Background: an optimization exercise with open tools, aiming at small area. Do not read the settings as production practice.
Only simulation tests tie the RTL to the original design; equivalence was not proved.
Power figures rest on the tool's default switching activity, not on a simulated workload.

[flow/design.v]
`timescale 1ns / 1ps
module display_controller(
	input clk,
	input rst,
	output hSync, vSync,
	output bright,
	output reg [9:0] hCount,
	output reg [9:0] vCount
	);
	function ge10;
		input [9:0] x; input [9:0] k;
		integer i; reg r;
		begin
			r = 1'b1;
			for (i = 0; i < 10; i = i + 1) r = k[i] ? (x[i] & r) : (x[i] | r);
			ge10 = r;
		end
	endfunction
	function le10;
		input [9:0] x; input [9:0] k;
		integer i; reg r;
		begin
			r = 1'b1;
			for (i = 0; i < 10; i = i + 1) r = k[i] ? (~x[i] | r) : (~x[i] & r);
			le10 = r;
		end
	endfunction
	wire h_end = hCount[9] & hCount[8] & (&hCount[4:0]);    
	wire v_end = vCount[9] & vCount[3] & vCount[2];           
	wire [9:0] h_inc = hCount + 1'b1;
	wire [9:0] v_inc = vCount + {9'd0, h_end};
	always @ (posedge clk)
		begin
		hCount <= (rst || h_end) ? 10'd0 : h_inc;
		vCount <= (rst || (h_end && v_end)) ? 10'd0 : v_inc;
		end
	assign hSync = ge10(hCount, 10'd96);
	assign vSync = |vCount[9:1];
	assign bright = ge10(hCount, 10'd145) && le10(hCount, 10'd784) &&
	                ge10(vCount, 10'd35) && le10(vCount, 10'd515);
endmodule
`timescale 1ns / 1ps
module block_controller(
	input clk,   
	input tick,  
	input bright,
	input rst,
	input up, input down, input left, input right,
	input [9:0] hCount, vCount,
	output reg [11:0] rgb,
	output health0,
	output [15:0] score
   );
	function ge;
		input [11:0] x; input [11:0] k;
		integer i; reg r;
		begin
			r = 1'b1;
			for (i = 0; i < 12; i = i + 1) r = k[i] ? (x[i] & r) : (x[i] | r);
			ge = r;
		end
	endfunction
	function le;
		input [11:0] x; input [11:0] k;
		integer i; reg r;
		begin
			r = 1'b1;
			for (i = 0; i < 12; i = i + 1) r = k[i] ? (~x[i] | r) : (~x[i] & r);
			le = r;
		end
	endfunction
	function inr;
		input [11:0] x; input [11:0] lo; input [11:0] hi;
		inr = ge(x, lo) & le(x, hi);
	endfunction
	reg        st_game, st_end;    
	reg [9:0]  ypos;
	reg [9:0]  cloud_xpos;
	reg [10:1] xs;                 
	reg [10:0] goomba_xpos;
	reg        goomba_flag;
	reg        health;
	reg [15:1] sc;
	reg [3:0]  coin_count;
	reg        score_flag;
	reg [10:1] coin_flag;          
	reg [9:0]  counter;
	reg [10:0] jd;                 
	reg        jump_flag;
	wire [11:0] X = {1'b0, xs, 1'b0};
	wire [11:0] Y = {2'b0, ypos};
	assign score = {sc, 1'b0};
	assign health0 = health;
	wire y_gt350 = ge(Y, 351);
	wire y_gt390 = ge(Y, 391);
	wire y_gt440 = ge(Y, 441);
	wire y_gt450 = ge(Y, 451);
	wire xb6 = le(X, 59);
	wire xb1 = inr(X, 101, 149);
	wire xp1 = inr(X, 211, 259);
	wire xb2 = inr(X, 301, 349);
	wire xp2 = inr(X, 361, 409);
	wire xb3 = inr(X, 421, 549);
	wire xb4 = inr(X, 551, 599);
	wire xp3 = inr(X, 561, 609);
	wire xb5 = inr(X, 651, 699);
	wire xgl = inr(X, 851, 929);
	wire on_b6 = xb6 && (ypos == 10'd340);
	wire on_b1 = xb1 && (ypos == 10'd360);
	wire on_p1 = xp1 && (ypos == 10'd350);
	wire on_b2 = xb2 && (ypos == 10'd290);
	wire on_p2 = xp2 && (ypos == 10'd350);
	wire on_b3 = xb3 && (ypos == 10'd260);
	wire on_b4 = xb4 && (ypos == 10'd300);
	wire on_p3 = xp3 && (ypos == 10'd350);
	wire on_b5 = xb5 && (ypos == 10'd250);
	wire on_bricks = on_b6 | on_b1 | on_b2 | on_b3 | on_b4 | on_b5;
	wire on_pipes  = on_p1 | on_p2 | on_p3;
	wire hit_below = (xb6 && (ypos == 10'd360)) | (xb1 && (ypos == 10'd380)) |
	                 (xb2 && (ypos == 10'd310)) | (xb3 && (ypos == 10'd280)) |
	                 (xb4 && (ypos == 10'd320)) | (xb5 && (ypos == 10'd270));
	wire col_down = on_pipes | on_bricks | (xgl && (ypos == 10'd390));
	wire col_fall = on_pipes | on_bricks | (xgl && !y_gt450);
	wire y_in_b1 = inr(Y, 360, 380);
	wire y_in_b2 = inr(Y, 290, 310);
	wire y_in_b3 = inr(Y, 260, 280);
	wire y_in_b4 = inr(Y, 300, 320);
	wire y_in_b5 = inr(Y, 250, 270);
	wire x360 = (xs == 10'd180);
	wire x560 = (xs == 10'd280);
	wire col_right = ((xs == 10'd105) | x360 | x560) & y_gt350 |
	                 (xs == 10'd425) & y_gt390 |
	                 (xs == 10'd50)  & y_in_b1 |
	                 (xs == 10'd150) & y_in_b2 |
	                 (xs == 10'd210) & y_in_b3 |
	                 (xs == 10'd275) & y_in_b4 |
	                 (xs == 10'd325) & y_in_b5;
	wire col_left  = ((xs == 10'd130) | (xs == 10'd205) | (xs == 10'd305)) & y_gt350 |
	                 (xs == 10'd465) & y_gt390 |
	                 (xs == 10'd75)  & y_in_b1 |
	                 (xs == 10'd175) & y_in_b2 |
	                 (xs == 10'd235) & y_in_b3 |
	                 (xs == 10'd300) & y_in_b4 |
	                 (xs == 10'd350) & (ypos == 10'd250);
	wire [10:1] coin_hit;
	assign coin_hit[1]  = on_b1;
	assign coin_hit[2]  = on_p1;
	assign coin_hit[3]  = x360 & y_gt350;
	assign coin_hit[4]  = on_p2;
	assign coin_hit[5]  = on_b3;
	assign coin_hit[6]  = x560 & y_gt350;
	assign coin_hit[7]  = on_b4;
	assign coin_hit[8]  = on_b5;
	assign coin_hit[9]  = on_b2;
	assign coin_hit[10] = on_b6;
	wire [11:0] gx = {1'b0, goomba_xpos} + X;
	wire st_start = !st_game && !st_end;
	wire load = rst || (tick && st_start);
	wire step = tick && st_game;
	wire jd_lt128 = jd[10] | ~(|jd[9:7]);
	wire jd_is126 = (jd == 11'd126);
	wire cnt_max  = &counter;
	wire no_lr = !right && !left;
	wire jf = no_lr ? (up ? 1'b1 : (down ? 1'b0 : jump_flag)) : jump_flag;
	wire rise = jf && jd_lt128;
	wire fall = !jf && (counter != 10'd0);
	wire cnt_dec = fall && !col_fall;
	wire s_inc = step && rise;
	wire s_dec = step && cnt_dec;
	wire [9:0] cnt = counter + {{9{s_dec}}, s_inc | s_dec};
	wire jf_clear = rise && jd_is126 && !cnt_max;
	wire [10:0] jd_inc = jd + {10'd0, s_inc};
	wire [10:0] jd_rise = {jd_inc[10] ^ (s_inc & cnt_max), jd_inc[9:0]};
	wire y_is34  = (ypos == 10'd34);
	wire y_is514 = (ypos == 10'd514);
	reg  [1:0] ydel;    
	reg        yset;
	reg  [9:0] yval;
	always @(*) begin
		ydel = 2'b00;
		yset = 1'b0;
		yval = 10'd514;
		if (rise) begin
			if (!hit_below) ydel = 2'b11;
		end
		else if (fall) begin
			if (!(col_fall || y_gt450)) ydel = 2'b01;
		end
		else if (no_lr && up) begin
			yset = y_is34;
			yval = 10'd514;
		end
		else if (no_lr && down) begin
			if (!(col_down || y_gt450)) ydel = 2'b10;
			yset = y_is514;
			yval = 10'd34;
		end
		if (!step) begin
			ydel = 2'b00;
			yset = 1'b0;
		end
	end
	wire [9:0] yadd  = ypos + {{8{ydel[0] & ydel[1]}}, ydel};
	wire xs_inc = step && right && !col_right;
	wire xs_dec = step && !right && left && !col_left && (xs != 10'd0);
	wire [10:0] g_add = goomba_xpos + {{10{step & goomba_flag}}, step};
	wire sc_add = step && score_flag && (&coin_count);
	always @(posedge clk) begin
		cloud_xpos  <= load ? 10'd450 : cloud_xpos - {9'd0, step};
		xs          <= load ? 10'd0 : xs + {{9{xs_dec}}, xs_inc | xs_dec};
		goomba_xpos <= load ? 11'd820 : g_add;
		counter     <= load ? 10'd0 : cnt;
		ypos        <= load ? 10'd450 : (yset ? yval : yadd);
		sc          <= load ? 15'd0 : sc + {12'd0, sc_add, 1'b0, sc_add};
		coin_count  <= load ? 4'd0 : coin_count + {3'd0, step & score_flag};
		coin_flag   <= load ? 10'd0 : coin_flag | (coin_hit & {10{step}});
		if (load)
			jd <= 11'd0;
		else if (step && fall)
			jd <= y_gt450 ? {1'b0, cnt} : 11'd0;
		else
			jd <= jd_rise;
		if (load) begin
			st_game <= !rst;
			st_end <= 1'b0;
			goomba_flag <= 1'b0;
			health <= 1'b1;
			score_flag <= 1'b0;
			jump_flag <= 1'b0;
		end
		else begin
			if (tick && st_end)
				st_end <= 1'b0;
			if (step) begin
				if (!health || (xs == 10'd445)) begin
					st_game <= 1'b0;
					st_end <= 1'b1;
				end
				jump_flag <= jf && !jf_clear;
				if (gx == 12'd960)
					goomba_flag <= 1'b1;
				else if (goomba_flag && (gx == 12'd810))
					goomba_flag <= 1'b0;
				if ((goomba_xpos == 11'd400) && y_gt440)
					health <= 1'b0;
				if (score_flag && (&coin_count))
					score_flag <= 1'b0;
				else if (|coin_hit)
					score_flag <= 1'b1;
			end
		end
	end
	wire [11:0] H  = {2'b0, hCount};
	wire [11:0] V  = {2'b0, vCount};
	wire [11:0] S  = H + X;                                 
	wire [11:0] SG = H + {1'b0, goomba_xpos};               
	wire [10:0] DC = {1'b0, hCount} - {1'b0, cloud_xpos};   
	wire [10:0] DY = {1'b0, vCount} - {1'b0, ypos};         
	wire [11:0] DCu = {1'b0, DC};
	wire [11:0] DYu = {1'b0, DY};
	wire player = DY[10] ? ge(DYu, 12'h7FB) : le(DYu, 5);
	wire player_fill = player && inr(H, 395, 405);
	wire pipe_fill = inr(V, 350, 450) && (inr(S, 610, 660) || inr(S, 760, 810) || inr(S, 960, 1010));
	wire cloud_fill =
		(inr(V, 145, 155) && (DC[10] ? ge(DCu, 12'h7EC) : le(DCu, 20))) ||
		(inr(V, 70, 80)   && !DC[10] && inr(DCu, 95, 145)) ||
		(inr(V, 145, 155) && !DC[10] && inr(DCu, 185, 215)) ||
		(inr(V, 190, 200) && !DC[10] && inr(DCu, 85, 115));
	wire brick_fill =
		(inr(V, 360, 380) && inr(S, 500, 550)) ||
		(inr(V, 290, 310) && inr(S, 700, 750)) ||
		(inr(V, 260, 280) && inr(S, 820, 950)) ||
		(inr(V, 300, 320) && inr(S, 950, 1000)) ||
		(inr(V, 250, 270) && inr(S, 1050, 1080)) ||
		(inr(V, 340, 360) && inr(S, 350, 460)) ||
		(inr(V, 390, 450) && inr(S, 1250, 1330));
	wire flag_fill = inr(V, 290, 390) && inr(S, 1290, 1295);
	wire coin_y =
		(inr(V, 350, 356) && !coin_flag[1]  && (inr(S, 515, 521) || inr(S, 525, 531) || inr(S, 535, 541))) ||
		(inr(V, 340, 346) && !coin_flag[2]  && (inr(S, 625, 631) || inr(S, 635, 641) || inr(S, 645, 651))) ||
		(inr(V, 420, 426) && !coin_flag[3]  && (inr(S, 695, 701) || inr(S, 705, 711) || inr(S, 715, 721))) ||
		(inr(V, 340, 346) && !coin_flag[4]  && (inr(S, 775, 781) || inr(S, 785, 791) || inr(S, 795, 801))) ||
		(inr(V, 240, 246) && !coin_flag[5]  && (inr(S, 875, 881) || inr(S, 885, 891) || inr(S, 895, 901))) ||
		(inr(V, 400, 406) && !coin_flag[6]  && (inr(S, 865, 871) || inr(S, 885, 891) || inr(S, 905, 911))) ||
		(inr(V, 280, 286) && !coin_flag[7]  && (inr(S, 965, 971) || inr(S, 975, 981))) ||
		(inr(V, 230, 236) && !coin_flag[8]  && (inr(S, 1035, 1041) || inr(S, 1045, 1051))) ||
		(inr(V, 280, 286) && !coin_flag[9]  && (inr(S, 715, 721) || inr(S, 725, 731) || inr(S, 735, 741))) ||
		(inr(V, 330, 336) && !coin_flag[10] && (inr(S, 365, 371) || inr(S, 375, 381) || inr(S, 385, 391)));
	wire ground_fill = (inr(V, 430, 450) && inr(SG, 770, 790)) || ge(V, 450);
	localparam RED    = 12'hF00;
	localparam GREEN  = 12'h0F0;
	localparam WHITE  = 12'hFFF;
	localparam BROWN  = 12'hC20;
	localparam YELLOW = 12'hFF0;
	localparam SKY    = 12'h0FF;
	always @(*) begin
		if (!bright)           rgb = 12'h000;
		else if (player_fill)  rgb = RED;
		else if (pipe_fill)    rgb = GREEN;
		else if (cloud_fill)   rgb = WHITE;
		else if (brick_fill)   rgb = BROWN;
		else if (flag_fill)    rgb = WHITE;
		else if (coin_y)       rgb = YELLOW;
		else if (ground_fill)  rgb = BROWN;
		else                   rgb = SKY;
	end
endmodule
`timescale 1ns / 1ps
module vga_top(
	input ClkPort,  
	input BtnC,     
	input BtnU,
	input BtnR,
	input BtnL,
	input BtnD,
	output hSync, vSync,
	output [3:0] vgaR, vgaG, vgaB,
	output An0, An1, An2, An3, An4, An5, An6, An7,
	output Ca, Cb, Cc, Cd, Ce, Cf, Cg, Dp,
	output MemOE, MemWR, RamCS, QuadSpiFlashCS
	);
	wire Reset = BtnC;
	wire bright;
	wire [9:0] hc, vc;
	wire [15:0] score;
	wire health0;
	wire [11:0] rgb;
	reg [6:0] DIV_HI;
	wire div_lo_end = &hc[4:0];
	always @ (posedge ClkPort)
	begin : CLOCK_DIVIDER
		if (Reset)
			DIV_HI <= 0;
		else
			DIV_HI <= DIV_HI + {6'd0, div_lo_end};
	end
	wire [11:0] DIV_CLK = {DIV_HI, hc[4:0]};
	wire move_tick = (DIV_HI == 7'h3F) && div_lo_end;    
	display_controller dc(.clk(ClkPort), .rst(Reset), .hSync(hSync), .vSync(vSync), .bright(bright), .hCount(hc), .vCount(vc));
	block_controller sc(.clk(ClkPort), .tick(move_tick), .bright(bright), .rst(Reset), .up(BtnU), .down(BtnD), .left(BtnL), .right(BtnR),
		.hCount(hc), .vCount(vc), .rgb(rgb), .health0(health0), .score(score));
	assign vgaR = rgb[11 : 8];
	assign vgaG = rgb[7  : 4];
	assign vgaB = rgb[3  : 0];
	assign {MemOE, MemWR, RamCS, QuadSpiFlashCS} = 4'b1111;
	wire [2:0] ssdscan_clk = DIV_CLK[11:9];
	assign An0 = ~(ssdscan_clk == 3'd0);
	assign An1 = ~(ssdscan_clk == 3'd1);
	assign An2 = ~(ssdscan_clk == 3'd2);
	assign An3 = ~(ssdscan_clk == 3'd3);
	assign An4 = ~(ssdscan_clk == 3'd4);
	assign An5 = ~(ssdscan_clk == 3'd5);
	assign An6 = ~(ssdscan_clk == 3'd6);
	assign An7 = ~(ssdscan_clk == 3'd7);
	reg [3:0] SSD;
	always @(*) begin
		case (ssdscan_clk)
			3'd0: SSD = {3'b000, health0};
			3'd4: SSD = score[3:0];
			3'd5: SSD = score[7:4];
			3'd6: SSD = score[11:8];
			3'd7: SSD = score[15:12];
			default: SSD = 4'b0000;
		endcase
	end
	reg [7:0] SSD_CATHODES;
	always @(*) begin
		case (SSD)  
			4'b0000: SSD_CATHODES = 8'b00000011;
			4'b0001: SSD_CATHODES = 8'b10011111;
			4'b0010: SSD_CATHODES = 8'b00100101;
			4'b0011: SSD_CATHODES = 8'b00001101;
			4'b0100: SSD_CATHODES = 8'b10011001;
			4'b0101: SSD_CATHODES = 8'b01001001;
			4'b0110: SSD_CATHODES = 8'b01000001;
			4'b0111: SSD_CATHODES = 8'b00011111;
			4'b1000: SSD_CATHODES = 8'b00000001;
			4'b1001: SSD_CATHODES = 8'b00001001;
			4'b1010: SSD_CATHODES = 8'b00010001;
			4'b1011: SSD_CATHODES = 8'b11000001;
			4'b1100: SSD_CATHODES = 8'b01100011;
			4'b1101: SSD_CATHODES = 8'b10000101;
			4'b1110: SSD_CATHODES = 8'b01100001;
			default: SSD_CATHODES = 8'b01110001;
		endcase
	end
	assign {Ca, Cb, Cc, Cd, Ce, Cf, Cg, Dp} = SSD_CATHODES;
endmodule
[flow/flow/run.sh]
#!/bin/bash
# Own layout flow:
#  1. the standard synthesis (standard.sh, up to 1_2_yosys.v);
#  2. the combinational logic between the registers re-mapped for area by
#     ABC (flow/resynth.tcl); every register instance, its name and its cell
#     are kept exactly as the standard synthesis made them;
#  3. the standard layout steps from that netlist on (standard.sh finish),
#     with the ports buffered by buf_1 cells and a clock tree without
#     dummy loads.
# Each tool writes its full output to a log file of its own in this folder.
set -euo pipefail
W=$(pwd)
R=$W/orfs/results/$FLOW_PLATFORM/vga_top/base

bash standard.sh "$R/1_2_yosys.v" > 1_synth_standard.log 2>&1
cp "$R/1_2_yosys.v" "$W/1_2_yosys_standard.v"

RS_IN="$W/1_2_yosys_standard.v" RS_OUT="$W/1_2_yosys_resynth.v" \
  yosys -c flow/resynth.tcl > 1_resynth_yosys.log 2>&1
cp "$W/1_2_yosys_resynth.v" "$R/1_2_yosys.v"
touch "$R/1_2_yosys.v"

# Every port still gets its own buffer, but the smallest one (buf_1) rather
# than the delay buffer the resizer picks by default. The clock tree is built
# from clkbuf_8 cells and without the dummy loads CTS adds to even out the
# load of its leaf nets.
bash standard.sh finish \
  "BUFFER_PORTS_ARGS=-buffer_cell sky130_fd_sc_hd__buf_1" \
  "CTS_ARGS=-sink_clustering_enable -repair_clock_nets -dont_use_dummy_load -buf_list sky130_fd_sc_hd__clkbuf_8" \
  > 2_layout_standard.log 2>&1
test -f out/final.def
[flow/flow/resynth.tcl]
# Re-map the combinational logic of the standard synthesis netlist for area.
# Flip-flop cells are kept as instances (same names, same cells); everything
# else is read as its liberty function, flattened and mapped again by ABC.
set lib $::env(FLOW_HOME)/platforms/$::env(FLOW_PLATFORM)/lib/sky130_fd_sc_hd__tt_025C_1v80.lib
set top $::env(FLOW_TOP)

yosys read_liberty -ignore_miss_func $lib
yosys read_verilog $::env(RS_IN)
yosys hierarchy -top $top
yosys setattr -mod -set keep_hierarchy 1 sky130_fd_sc_hd__*df* sky130_fd_sc_hd__*dl*
yosys flatten
yosys rename -hide w:_*
yosys opt -purge $top
yosys stat -liberty $lib

set dont_use {}
foreach c {probe_p_8 probec_p_8 lpflow_bleeder_1 lpflow_clkbufkapwr_1 lpflow_clkbufkapwr_16
  lpflow_clkbufkapwr_2 lpflow_clkbufkapwr_4 lpflow_clkbufkapwr_8 lpflow_clkinvkapwr_1
  lpflow_clkinvkapwr_16 lpflow_clkinvkapwr_2 lpflow_clkinvkapwr_4 lpflow_clkinvkapwr_8
  lpflow_decapkapwr_12 lpflow_decapkapwr_3 lpflow_decapkapwr_4 lpflow_decapkapwr_6
  lpflow_decapkapwr_8 lpflow_inputiso0n_1 lpflow_inputiso0p_1 lpflow_inputiso1n_1
  lpflow_inputiso1p_1 lpflow_inputisolatch_1 lpflow_isobufsrc_1 lpflow_isobufsrc_16
  lpflow_isobufsrc_2 lpflow_isobufsrc_4 lpflow_isobufsrc_8 lpflow_isobufsrckapwr_16
  lpflow_lsbuf_lh_hl_isowell_tap_1 lpflow_lsbuf_lh_hl_isowell_tap_2
  lpflow_lsbuf_lh_hl_isowell_tap_4 lpflow_lsbuf_lh_isowell_4 lpflow_lsbuf_lh_isowell_tap_1
  lpflow_lsbuf_lh_isowell_tap_2 lpflow_lsbuf_lh_isowell_tap_4} {
  lappend dont_use -dont_use sky130_fd_sc_hd__$c
}

# area-oriented AIG optimisation, then the area mapper
yosys abc -liberty $lib {*}$dont_use -script "+strash;&get,-n;&deepsyn,-T,60;&put;dch,-f;amap;topo" $top
yosys opt_clean -purge

yosys hilomap -singleton -hicell sky130_fd_sc_hd__conb_1 HI -locell sky130_fd_sc_hd__conb_1 LO $top
yosys insbuf -buf sky130_fd_sc_hd__buf_4 A X $top
yosys splitnets $top
yosys opt_clean -purge
yosys stat -liberty $lib
yosys check $top
yosys select $top
yosys write_verilog -noattr -nohex -nodec -selected $::env(RS_OUT)
[flow/standard.sh]
#!/bin/bash
# synth_recipe.tcl (not shown) runs the flow's synth.tcl, then flattens the netlist and writes it again
# the make line also repeats each setting of config.mk as NAME=value (left out here)
make -C /OpenROAD-flow-scripts/flow DESIGN_CONFIG=/design/flow/config.mk WORK_HOME=/design/flow/orfs CLKGATE_MAP_FILE= SYNTH_SCRIPT=/design/flow/synth_recipe.tcl "${@:-finish}"
[flow/config.mk]
export PLATFORM = sky130hd
export DESIGN_NAME = vga_top
export DESIGN_NICKNAME = vga_top
export VERILOG_FILES = /design/flow/design.v
export SDC_FILE = /design/flow/constraint.sdc
export NUM_CORES = 4
export LEC_CHECK = 0
export CAP_MARGIN = 20
export CORE_MARGIN = 2
export CORE_UTILIZATION = 55
export CTS_BUF_LIST = sky130_fd_sc_hd__clkbuf_8
export SLEW_MARGIN = 20
[flow/constraint.sdc]
create_clock -name core_clock -period 12.0 [get_ports {ClkPort}]
set_input_delay 2.4000 -clock core_clock [delete_from_list [all_inputs] [get_ports {ClkPort}]]
set_output_delay 2.4000 -clock core_clock [all_outputs]
set_load 0.01 [all_outputs]
==> impl_metrics.json, run 1 <==
{
  "run_status": "finished clean",
  "holdPathStages": 1,
  "fin_skew_ns": 0.0209,
  "clock-sinks": 124,
  "nNetsFinal": 1447,
  "dr.pass1.iters": 6,
  "grt_usage_pct": 35.1,
  "p_per_area_nw_per_um2": 77.4,
  "slowest_stage": "dfxtp_1",
  "via_count": 10686,
  "p_leak_nw": 2.91,
  "path_cells": "clkinv_1 > o22ai_1 > clkinv_1 > o21ai_0 > clkinv_1 > nor2_1 > nor2_1 > a21oi_1 > clkinv_1 > o21ai_0 > o32ai_1 > a32oi_1 > o211ai_1 > o22ai_1 > o22a_1 > a31oi_1 > nor2_1 > nor3_1 > a21oi_1 > buf_1",
  "remaining_drc_errors": 0,
  "critPathCaptureType": "output pin",
  "routabilityCongestion": 1.06,
  "antenna_cells": 0,
  "core_um2": 15800,
  "die_h_um": 131,
  "drv.max_cap_violation_count": 0,
  "rr_startpoint": "dc.hCount[1]$_SDFF_PP0_",
  "post-route-min-period_ns": 8.10,
  "path_clk_slew_ns": 0.07,
  "cts_setup_buffers": 0,
  "dp_slack_ns": 4.62,
  "worstPathMaxFanout": 14,
  "cts-hold-fix-buffers": 0,
  "final-hold-violation-count": 0,
  "drive_above_1_share_pct": 1.88,
  "start_util_pct": 56.2,
  "r2r_end": "sc.sc[15]$_SDFF_PP0_",
  "grt_max_degree": 62,
  "syn_to_final_growth_pct": 6.97,
  "peakVddDrop_mv": 0.0783,
  "rows": 46,
  "dieArea_um2": 17200,
  "tightest_slew_ns": 1.00,
  "cp_slowest_stage_delay_ns": 0.63,
  "root_buffer": "clkbuf_8",
  "wirelength_met1_um": 13400,
  "worstPathRequired_ns": 9.60,
  "final-instance-count-excl-fill": 1655,
  "startpoint": "sc.xs[3]$_SDFF_PP0_",
  "numCtsBuffers": 17,
  "grt_pass1_vias": 9503,
  "rsz0062_at_grt": "false",
  "finalSetupViolations": 0,
  "avgRoutedWirePerCell_um": 18.5,
  "grt_pass1_wl_um": 49200,
  "cts_tree": "built",
  "yosys_warnings": 3,
  "fmax_mhz": 123,
  "postRouteAntennaNets": 0,
  "post_dp_cell_area_um2": 9280,
  "fin_setup_tns_ns": 0,
  "netlist_area_um2": 8890,
  "r2r_cells": 29,
  "dr.max_layer_used": "met4",
  "viasPerCell": 6.46,
  "ctsResizeCount": 0,
  "fin_crit_sh_pct": 67.5,
  "portBuffers": 34,
  "drtIter0Drc": 1413,
  "antenna_found_initial": 0,
  "slew_headroom_pct": 31.6,
  "routed-wl-met2_um": 12600,
  "hpwl_um": 22900,
  "clk_latency_ns": 0.46,
  "worst_slack_ns": 3.90,
  "crit_top_cell": "clkinv_1",
  "cts.path.max_buffers": 2,
  "wirelength_um": 30600,
  "hold_end": "sc.sc[2]$_SDFF_PP0_",
  "start_kind": "flip-flop",
  "hold_path.class": "reg -> reg",
  "rrSetupSlack_ns": 6.12,
  "maxSlewViolCount": 0,
  "worstHoldStart": "sc.sc[2]$_SDFF_PP0_",
  "arrival_ns": 5.70,
  "dp_cells": 1638,
  "synth_cells": 1388,
  "wl_met3_um": 3240,
  "syn_area_per_cell_um2": 6.41,
  "htree_num_levels": 4,
  "grt_overflow_total": 0,
  "critPathKind": "reg -> out",
  "design_area_um2": 9510,
  "die_w_um": 131,
  "ios": 40
}
==> power by group <==
part	switching, W	internal [W]
clock	0.000153	0.000124
combinational	0.0000320	0.0000115
sequential	0.00000212	0.000413
total	0.000188	0.000549
==> metrics by stage <==
step                hold slack, ns  total power [W]  util (%)
floorplan                    0.426         0.000454         -
global placement             0.446         0.000466      58.6
detailed placement           0.453         0.000466      58.6
CTS                          0.464         0.000738      60.1
global route                 0.493         0.000759      60.1
finish                       0.461         0.000736      60.1
==> critical path, delay by kind of cell, from the launching register on <==
family                 cells  cell delay (ns)
AO/OA/AOI/OAI             11             2.75
buffers and inverters      5             1.35
flip-flops                 1             0.63
AND/OR/NAND/NOR            4             0.49
==> final cells by class <==
type,count,area (um^2)
fillers,1597,6320
multi-input cells,1094,5720
flip-flops and latches,124,2490
inverters,162,608
well taps,216,270
clock buffers,17,234
repair buffers,42,188
==> worst max-delay path by stage <==
stage | slack [ns] | cells after the start | endpoint
global placement | 4.79 | 20 | vgaR[2]
finish | 3.90 | 20 | vgaR[3]
floorplan | 5.45 | 18 | vgaR[3]
detailed placement | 4.62 | 20 | vgaR[2]
CTS | 4.11 | 20 | vgaR[2]
global route | 3.41 | 20 | vgaR[2]
==> flip-flops by register name, summed over array words and instances (netlist names), 4 cells and up <==
| register | cells |
|---|---|
| sc.counter | 10 |
| dc.hCount | 10 |
| sc.coin_flag | 10 |
| sc.cloud_xpos | 10 |
| DIV_HI | 7 |
| dc.vCount | 10 |
| sc.sc | 15 |
| sc.xs | 10 |
| sc.ypos | 10 |
| sc.coin_count | 4 |
| sc.goomba_xpos | 11 |
| sc.jd | 11 |
==> per-layer routing <==
| metal | vias up | global-route usage (%) |
|---|---|---|
| li1 | 5160 | - |
| met2 | 632 | 51.9 |
| met3 | 109 | 7.52 |
| met4 | 0 | 15.8 |
| met1 | 4785 | 49.0 |
| met5 | - | 0 |
==> placed cells by master (no fill, tap or decap), types with 14 or more instances in the layout <==
master and instances:
o21ai_0 116, buf_1 34, nor2_1 296, nand3_1 35
a31oi_1 21, and3_1 14, a21oi_1 87, nand2_1 136
a211oi_1 47, o211ai_1 14, dfxtp_1 123, clkinv_1 161
clkbuf_8 17, or3_1 16, nor4_1 28, nor3_1 81
a22oi_1 22, o21a_1 15, o22ai_1 31, o32ai_1 15
==> inputs of run 2 (changes only) <==
--- a/flow/design.v
+++ b/flow/design.v
@@ -252,9 +252,11 @@
 	end
 	wire [11:0] H  = {2'b0, hCount};
 	wire [11:0] V  = {2'b0, vCount};
-	wire [11:0] S  = H + X;                                 
+	wire c_rows = ~(vCount[9] | vCount[8]) & ~(&vCount[7:5]);   
+	wire [11:0] SA = H + (c_rows ? ~{2'b0, cloud_xpos} : X) + {11'd0, c_rows};
+	wire [11:0] S  = SA;                                     
 	wire [11:0] SG = H + {1'b0, goomba_xpos};               
-	wire [10:0] DC = {1'b0, hCount} - {1'b0, cloud_xpos};   
+	wire [10:0] DC = SA[10:0];                               
 	wire [10:0] DY = {1'b0, vCount} - {1'b0, ypos};         
 	wire [11:0] DCu = {1'b0, DC};
 	wire [11:0] DYu = {1'b0, DY};
==> run 2 against run 1 <==
Net effect: synthesized cell count fell by 1.0%; register-to-register slack gained 0.21 ns; cell area down 1.2%; worst setup slack got worse by 2.3 ns; clock power fell by 3%; via count fell by 1.9%; cell count decreased by 0.85%; sequential cell count is the same; combinational power up 83%; count of clock-buffer cells in the layout did not move; critical path type unchanged; critical endpoint is now vgaR[2].
==> impl_metrics.json, run 2 <==
{
  "run_status": "finished clean",
  "cts_setup_buffers": 0,
  "start_kind": "flip-flop",
  "ctsResizeCount": 0,
  "slowest_stage": "nor2_1",
  "p_clk_share_pct": 35.3,
  "drive_above_1_share_pct": 1.82,
  "nNetsFinal": 1433,
  "p_int_w": 0.000556,
  "peakVddDrop_mv": 0.0981,
  "final-hold-violation-count": 0,
  "ios": 40,
  "p_switching_w": 0.000207,
  "netlist_area_um2": 8780,
  "cts-hold-fix-buffers": 0,
  "viasPerCell": 6.39,
  "dp_slack_ns": 2.12,
  "slew_headroom_pct": 26.0,
  "final_util_pct": 59.6,
  "grt_max_degree": 55,
  "rsz0062_at_grt": "false",
  "syn_to_final_growth_pct": 7.07,
  "worstPathRequired_ns": 9.60,
  "drtIter0Drc": 1375,
  "dieArea_um2": 17000,
  "maxSlewViolCount": 0,
  "fin_crit_sh_pct": 86.7,
  "die_h_um": 130,
  "grt_pass1_wl_um": 47600,
  "synth_cells": 1374,
  "antenna_cells": 0,
  "grt_usage_pct": 35.9,
  "numCtsBuffers": 17,
  "cts_tree": "built",
  "arrival_ns": 8.00,
  "use_met1_pct": 45.0,
  "hold_path.class": "reg -> reg",
  "reg_top3": "sc.sc (15), sc.goomba_xpos (11), sc.jd (11)",
  "avgRoutedWirePerCell_um": 18.3,
  "combPwrFrac_pct": 10.4,
  "p_seq_share_pct": 54.3,
  "worstPathMaxFanout": 12,
  "fmax_mhz": 96.2,
  "core_um2": 15800,
  "finalSetupViolations": 0,
  "rows": 46,
  "grt_overflow_total": 0,
  "final_common_cell": "nor2_1",
  "start_util_pct": 55.7,
  "die_w_um": 130,
  "p_per_area_nw_per_um2": 81.2,
  "postRouteAntennaNets": 0,
  "syn_area_per_cell_um2": 6.39,
  "root_buffer": "clkbuf_8",
  "wirelength_um": 30000,
  "antenna_found_initial": 0,
  "via_count": 10479,
  "dr.pass1.iters": 6,
  "cp_slowest_stage_delay_ns": 0.60,
  "remaining_drc_errors": 0,
  "routabilityCongestion": 1.03,
  "power_switching_share_pct": 27.2,
  "top_register": "sc.sc",
  "mostFrequentLayoutCells": "nor2_1 (311), clkinv_1 (182), nand2_1 (138)",
  "grtUsageMet3_pct": 6.48,
  "met2_usage_pct": 58.5,
  "fin_setup_tns_ns": 0,
  "portBuffers": 34,
  "clk_latency_ns": 0.45,
  "clock-sinks": 124,
  "largest_register_ffs": 15,
  "fin_skew_ns": 0.0357,
  "path_clk_slew_ns": 0.06,
  "yosys_warnings": 3,
  "hpwl_um": 23000,
  "post-route-min-period_ns": 10.40,
  "cts.path.max_buffers": 2,
  "critPathCaptureType": "output pin",
  "htree_num_levels": 4,
  "drv.max_cap_violation_count": 0,
  "p_leak_nw": 2.88,
  "top_usage_layer": "met2",
  "critPathKind": "reg -> out",
  "grt_pass1_vias": 9419,
  "tightest_slew_ns": 1.11,
  "worst_slack_ns": 1.60
}
==> run 2: changes by cell type in the layout (fill, tap and decap cells not counted), sizes merged, moves of 6 or more <==
cell,delta
nor2,+15
a22oi,-12
nor4,-6
o2111ai,+6
nor3,-11
a21oi,-22
clkinv,+21
o21ai,-6
o211ai,-7
==> run 2: worst max-delay path, delay by kind of cell (launching register included) <==
| family | cells | cell delay [ns] |
|---|---|---|
| AOI/OAI and AO/OA | 14 | 3.03 |
| and+or+nand+nor | 11 | 2.56 |
| buffers and inverters | 7 | 1.57 |
| DFF | 1 | 0.41 |
==> run 2: routing by layer <==
metal / share of wire, % / vias to the layer above
met5: 0 / -
met4: 5.3 / 0
met3: 9.1 / 138
met2: 45 / 651
met1: 40 / 4629
li1: - / 5061
==> run 2: worst paths after layout <==
kind	start	end	slack (ns)	cells after the start
setup / recovery	dc.vCount[7]$_SDFF_PP0_	vgaR[2]	1.60	32
hold / removal	sc.st_end$_SDFF_PP0_	sc.st_end$_SDFF_PP0_	0.46	2
setup reg to reg	dc.hCount[1]$_SDFF_PP0_	sc.sc[15]$_SDFF_PP0_	6.33	28
hold reg to reg	sc.st_end$_SDFF_PP0_	sc.st_end$_SDFF_PP0_	0.46	2
==> run 2: final cells by class <==
class	instances	area, um^2
inverters	182	683
clock buffers	17	234
flip-flops and latches	124	2490
well taps	216	270
fillers	1545	6370
multi-input cells	1060	5530
repair buffers	42	188
==> run 2: per-stage QoR <==
stage | hold slack, ns | total power (W) | area [um^2] | std cells
2_1_floorplan | 0.425 | 0.000475 | 8790 | 1378
3_3_place_gp | 0.442 | 0.000503 | 9170 | 1624
3_5_place_dp | 0.451 | 0.000500 | 9170 | 1624
4_1_cts | 0.458 | 0.000764 | 9400 | 1641
5_1_grt | 0.470 | 0.000790 | 9400 | 1641
6_report | 0.459 | 0.000764 | 9400 | 1641
==> run 2: power by group through the flow <==
| stage | clock network, W | logic, W | registers [W] |
|---|---|---|---|
| after CTS | 0.000274 | 0.0000765 | 0.000414 |
| after floorplan | 0 | 0.0000517 | 0.000423 |
| after global placement | 0 | 0.0000789 | 0.000424 |
| after global routing | 0.000290 | 0.0000855 | 0.000414 |
| final | 0.000270 | 0.0000794 | 0.000415 |
| after detailed placement | 0 | 0.0000761 | 0.000424 |
==> inputs of run 3 (changes only) <==
--- a/flow/flow/run.sh
+++ b/flow/flow/run.sh
@@ -22,10 +22,10 @@
 
 # Every port still gets its own buffer, but the smallest one (buf_1) rather
 # than the delay buffer the resizer picks by default. The clock tree is built
-# from clkbuf_8 cells and without the dummy loads CTS adds to even out the
+# from clkbuf_4 cells below a clkbuf_8 root and without the dummy loads CTS adds to even out the
 # load of its leaf nets.
 bash standard.sh finish \
   "BUFFER_PORTS_ARGS=-buffer_cell sky130_fd_sc_hd__buf_1" \
-  "CTS_ARGS=-sink_clustering_enable -repair_clock_nets -dont_use_dummy_load -buf_list sky130_fd_sc_hd__clkbuf_8" \
+  "CTS_ARGS=-sink_clustering_enable -repair_clock_nets -dont_use_dummy_load -buf_list sky130_fd_sc_hd__clkbuf_4 -root_buf sky130_fd_sc_hd__clkbuf_8" \
   > 2_layout_standard.log 2>&1
 test -f out/final.def
==> flow/config.mk (replaced) <==
export PLATFORM = sky130hd
export DESIGN_NAME = vga_top
export DESIGN_NICKNAME = vga_top
export VERILOG_FILES = /design/flow/design.v
export SDC_FILE = /design/flow/constraint.sdc
export NUM_CORES = 4
export LEC_CHECK = 0
export CAP_MARGIN = 0
export CORE_MARGIN = 2
export CORE_UTILIZATION = 55
export SLEW_MARGIN = 0
==> run 3 against run 2 <==
Net effect: largest cell class unchanged; synthesized cell count unchanged; register-to-register slack about the same; largest power group unchanged; clock skew increased by 0.0074 ns; routed wire length is 0.44% lower; clock power is 24% lower; utilization decreased by 0.63 points.
==> impl_metrics.json, run 3 <==
{
  "clk_latency_ns": 0.44,
  "grt_pass1_wl_um": 47500,
  "peakVddDrop_mv": 0.0613,
  "rrSetupSlack_ns": 6.32,
  "p_leak_nw": 2.84,
  "crit_path_end": "vgaR[2]",
  "reg_top3": "sc.sc (15), sc.goomba_xpos (11), sc.jd (11)",
  "path_clk_slew_ns": 0.08,
  "fin_crit_sh_pct": 86.4,
  "netlist_area_um2": 8780,
  "fmax_mhz": 96.4,
  "grt_max_degree": 55,
  "slowest_stage": "nor2_1",
  "regArea_um2": 2490,
  "ios": 40,
  "rsz0062_at_grt": "false",
  "routabilityCongestion": 1.03,
  "finalSetupViolations": 0,
  "antenna_found_initial": 0,
  "yosys_warnings": 3,
  "die_h_um": 130,
  "hpwl_um": 23000,
  "r2r_end": "sc.sc[15]$_SDFF_PP0_",
  "p_per_area_nw_per_um2": 75.1,
  "via_count": 10425,
  "root_buffer": "clkbuf_8",
  "drive_above_1_share_pct": 1.82,
  "cts.path.max_buffers": 2,
  "final-hold-violation-count": 0,
  "drv.max_cap_violation_count": 0,
  "die_w_um": 130,
  "fin_setup_tns_ns": 0,
  "crit_cells": 32,
  "arrival_ns": 7.97,
  "worstPathRequired_ns": 9.60,
  "r2r_cells": 28,
  "critPathCaptureType": "output pin",
  "fin_skew_ns": 0.0431,
  "worstPathMaxFanout": 12,
  "start_util_pct": 55.7,
  "post-route-min-period_ns": 10.37,
  "holdPathStages": 2,
  "ctsResizeCount": 0,
  "fillers": 1565,
  "clock-sinks": 124,
  "cp_slowest_stage_delay_ns": 0.61,
  "dr.pass1.iters": 6,
  "wirelength_um": 29900,
  "grt_usage_pct": 35.8,
  "mostFrequentLayoutCells": "nor2_1 (311), clkinv_1 (182), nand2_1 (138)",
  "cpLargestDelayFamily": "compound AO/OA/AOI/OAI gates",
  "grt_pass1_vias": 9404,
  "critPathKind": "reg -> out",
  "holdWs_ns": 0.462,
  "portBuffers": 34,
  "rows": 46,
  "hold_path.class": "reg -> reg",
  "viasPerCell": 6.35,
  "tightest_slew_ns": 1.11,
  "core_um2": 15800,
  "run_status": "finished clean",
  "largest_register_ffs": 15,
  "start_kind": "flip-flop",
  "synth_cells": 1374,
  "remaining_drc_errors": 0,
  "antenna_cells": 0,
  "rr_startpoint": "dc.hCount[1]$_SDFF_PP0_",
  "postRouteAntennaNets": 0,
  "startpoint": "dc.vCount[7]$_SDFF_PP0_",
  "cts_tree": "built",
  "htree_num_levels": 4,
  "multi_input_area_um2": 5530,
  "avgRoutedWirePerCell_um": 18.2,
  "maxSlewViolCount": 0,
  "grt_overflow_total": 0,
  "slew_headroom_pct": 26.1,
  "syn_area_per_cell_um2": 6.39,
  "worst-path-buf-inv": 7,
  "numCtsBuffers": 17,
  "syn_to_final_growth_pct": 5.93,
  "cts_setup_buffers": 0,
  "cts-hold-fix-buffers": 0,
  "drtIter0Drc": 1400,
  "top_register": "sc.sc",
  "dieArea_um2": 17000,
  "nNetsFinal": 1433,
  "final_common_cell": "nor2_1"
}
## run 3: changes by cell type in the layout (fill, tap and decap cells not counted)
cell      delta
clkbuf_8    -16
clkbuf_4    +16
## run 3: final cells by class
type                       instances  share of cell area (%)
multi-input combinational       1060                    59.5
timing repair buffer              42                    2.02
inverter                         182                    7.35
tap                              216                    2.91
clock buffer                      17                    1.44
sequential                       124                    26.8
## run 3: where the power goes
part           total (W)  switching (W)  leakage, nW  internal [W]
Sequential      0.000414     0.00000155         1.00      0.000413
Clock           0.000205       0.000135       0.0808     0.0000693
Combinational  0.0000797      0.0000605         1.76     0.0000191
Total           0.000698       0.000197         2.84      0.000501
## run 3: stage by stage
stage	cell area (um^2)	util [%]	cells	total power, W	worst slack, ns
2_1_floorplan	8790	-	1378	0.000475	3.30
3_3_place_gp	9170	58.1	1624	0.000503	2.41
3_5_place_dp	9170	58.1	1624	0.000500	2.12
4_1_cts	9300	59.0	1641	0.000700	1.65
5_1_grt	9300	59.0	1641	0.000726	0.586
6_report	9300	59.0	1641	0.000698	1.63
## run 3: worst min path at each step
stage | slack, ns | startpoint | endpoint
floorplan | 0.43 | sc.coin_flag[1]$_SDFF_PP0_ | sc.coin_flag[1]$_SDFF_PP0_
global placement | 0.44 | sc.coin_flag[10]$_SDFF_PP0_ | sc.coin_flag[10]$_SDFF_PP0_
detailed placement | 0.45 | sc.st_end$_SDFF_PP0_ | sc.st_end$_SDFF_PP0_
CTS | 0.46 | sc.st_end$_SDFF_PP0_ | sc.st_end$_SDFF_PP0_
global route | 0.47 | sc.st_end$_SDFF_PP0_ | sc.st_end$_SDFF_PP0_
finish | 0.46 | sc.st_end$_SDFF_PP0_ | sc.st_end$_SDFF_PP0_
## run 3: per-layer routing
layer	GRT usage, %	vias to the layer above	wire length (um)
met5	0	-	0
met4	19.5	0	1560
met3	6.64	132	2570
met2	58.2	601	13500
met1	45.0	4623	12300
li1	-	5069	-
## run 3: worst min-delay path, stage by stage (launching register included)
cell and delay, ns:
dfxtp_1 0.32, nand2_1 0.05, a21oi_1 0.05

static timing again, ports no longer ideal:
The results above use ideal ports. As a check the final layouts listed here were re-extracted and re-timed, cells and wires unchanged. Step 1 (the two cells are an assumption about what drives the block):
set clk [get_ports {ClkPort}]
set_driving_cell -lib_cell sky130_fd_sc_hd__clkbuf_16 $clk
set_driving_cell -lib_cell sky130_fd_sc_hd__buf_2 [delete_from_list [all_inputs] $clk]
Step 2 adds t to the input delays and takes it off the output delays; t is the mean of the earliest and latest rising clock arrival at the registers after step 1. Input paths then give back, and output paths get back, about the clock's delay inside the block. Slacks: no drivers / after step 1 / after step 2; pairs: no drivers / after step 1.
run | t (ns) | setup slack, ns | worst slew at a driven data input, ns
run 1 | 0.494 | 3.900 / 3.858 / 4.352 | 0.04
run 2 | 0.473 | 1.601 / 1.558 / 2.030 | 0.03
run 3 | 0.457 | 1.631 / 1.588 / 2.045 | 0.03
After both steps every run listed still meets setup and hold.
